This is an optimization exercise on Yosys and OpenROAD, whose aim is small area, a short achievable clock period and few clock cycles per item, not a production implementation.
In this exercise RTL edits were held to simulation tests only and were not proved equivalent to the original.

rev 12:
Design PixelSolver, start of the top module:
module PixelSolver (
  input               io_cmd_valid,
  output              io_cmd_ready,
  input      [27:0]   io_cmd_payload_x,
  input      [27:0]   io_cmd_payload_y,
  output              io_rsp_valid,
  input               io_rsp_ready,
  output     [5:0]    io_rsp_payload_iteration,
  input               clk,
  input               reset
);
Size in the first run: ~5300 cells after synthesis, roughly 68 I/O pins, about 56000 um^2 of cells after synthesis.
clock: 10.0 ns
lec_check: 0
cap_margin: 20
core_margin: 2
core_utilization: 40
slew_margin: 20
standard.sh (not shown) runs the stock make flow with config.mk's settings and CLKGATE_MAP_FILE= SYNTH_SCRIPT=/design/flow/synth_recipe.tcl, a recipe that flattens the netlist after the stock synthesis.
==> flow/flow/run.sh <==
#!/bin/bash
# Standard layout, with one extra step between synthesis and floorplan:
# flow/polarity.py removes the inverters that Yosys's adder extraction leaves
# between full adders (full adders are self-dual), choosing each adder's
# signal polarity so that as few inverters as possible remain. Registers and
# every non-inverter cell keep their names and types.
# The clock period is 10 ns, far above what the design needs, so by default
# the timing repair steps have nothing to do; a setup margin makes them work
# towards a shorter achieved period (the constraints themselves are unchanged).
set -euo pipefail
R=orfs/results/${FLOW_PLATFORM}/PixelSolver/base
bash standard.sh synth > synth.log 2>&1
cp "$R/1_2_yosys.v" yosys_standard.v
python3 flow/polarity.py yosys_standard.v polarity.v > polarity.log 2>&1
cp polarity.v "$R/1_2_yosys.v"
rm -f "$R/1_synth.odb"
bash standard.sh SETUP_SLACK_MARGIN=6.5 TNS_END_PERCENT=0 finish > finish.log 2>&1
Other scripts of this flow, unchanged in this note and not shown: flow/flow/polarity.py
Testbench counts of rev 12, summed over its fixed seeds: cycles 263,406, pixels 8,192.
Modified inputs, rev 13 compared to rev 12
diff --git a/flow/design.v b/flow/design.v
--- a/flow/design.v
+++ b/flow/design.v
@@ -29,15 +29,16 @@
   reg         per2;
   reg  [3:0]  rob_v;
   reg  [5:0]  rob_d0, rob_d1, rob_d2, rob_d3;
   reg  [2:0]  nseq, head;
   reg         out_v;
   reg  [5:0]  out_d;
   reg         full;          
-  assign io_cmd_ready = !v1 && !full;
+  reg         rdy;           
+  assign io_cmd_ready = rdy;
   wire        acc = io_cmd_valid && io_cmd_ready;
   assign io_rsp_valid = out_v;
   assign io_rsp_payload_iteration = out_d;
   wire pxx_hs1 = x1[2] ^ (x1[0] & x1[3]);
   wire pxx_hc2 = x1[2] & (x1[0] & x1[3]);
   wire pxx_hs3 = (x1[0] & x1[4]) ^ (x1[1] & x1[3]);
   wire pxx_hc4 = (x1[0] & x1[4]) & (x1[1] & x1[3]);
@@ -2423,29 +2424,33 @@
       default: rob_head = rob_d3;
     endcase
   end
   wire        out_free = !out_v || io_rsp_ready;
   wire        pop = out_free && rob_v[head[1:0]];
   wire [2:0]  nseq_next = nseq + {2'd0, acc};
   wire [2:0]  head_next = head + {2'd0, pop};
+  wire        full_next = nseq_next - head_next == 3'd4;
+  wire        v1_next = v2 && !last;
   always @(posedge clk or posedge reset) begin
     if (reset) begin
       v1 <= 1'b0;
       v2 <= 1'b0;
       rob_v <= 4'd0;
       nseq <= 3'd0;
       head <= 3'd0;
       full <= 1'b0;
+      rdy <= 1'b1;
       out_v <= 1'b0;
     end else begin
-      v1 <= v2 && !last;
+      v1 <= v1_next;
       v2 <= v1 || acc;
       nseq <= nseq_next;
       head <= head_next;
-      full <= nseq_next - head_next == 3'd4;
+      full <= full_next;
+      rdy <= !v1_next && !full_next;
       if (out_free) out_v <= rob_v[head[1:0]];
       rob_v <= (rob_v & ~({3'd0, pop} << head[1:0])) | ({3'd0, retire} << tag2);
     end
   end
   always @(posedge clk) begin
     x1 <= nx;
     y1 <= ny;
==> comparison <==
Sort rev 13 and rev 12 by final critical-path setup slack desc -> top: rev 12. Diff rev 13..rev 12 | final-layout clock-cell area share | negligible. Rev 13 has non-clock buffer total of the final layout below what rev 12 had. Going from rev 12 to rev 13, the via count was found to have gone up by 0.72%. Rev 13 falls short of rev 12 in maximum frequency. Rev 13 reached the final stage; the timing, design-rule and antenna checks on its layout passed. Clock-buffer cell count | rev 13 below rev 12. Rev 13 vs rev 12, critical path depth went up by 6. Per the comparison of rev 13 with rev 12, cell area -1.4%, worst-case reg-to-reg path depth +6, wire length of the first global-routing pass -0.38%.
Testbench counts of rev 13, summed over its fixed seeds: cycles 263,406, pixels 8,192.

## afterwards: timing with drivers on the ports
Ports are ideal in the flow. The routed layouts listed here were re-timed in OpenROAD.
Step 1 (the two cells are an assumption about what drives the block):
set clk [get_ports {clk}]
set_driving_cell -lib_cell sky130_fd_sc_hd__clkbuf_16 $clk
set_driving_cell -lib_cell sky130_fd_sc_hd__buf_2 [delete_from_list [all_inputs] $clk]
Step 2 adds t to the input delays and takes it off the output delays; t is the mean of the earliest and latest rising clock arrival at the registers after step 1. Input paths then give back, and output paths get back, about the clock's delay inside the block.
a / b / c = ideal / step 1 / step 2; a / b = the first two.
run	shift t [ns]	setup slack, ns	hold slack, ns
rev 12	0.754	5.626 / 5.626 / 5.626	0.307 / 0.307 / 0.307
rev 13	0.746	5.511 / 5.511 / 5.511	0.312 / 0.312 / 0.312
After both steps every run listed still meets setup and hold.
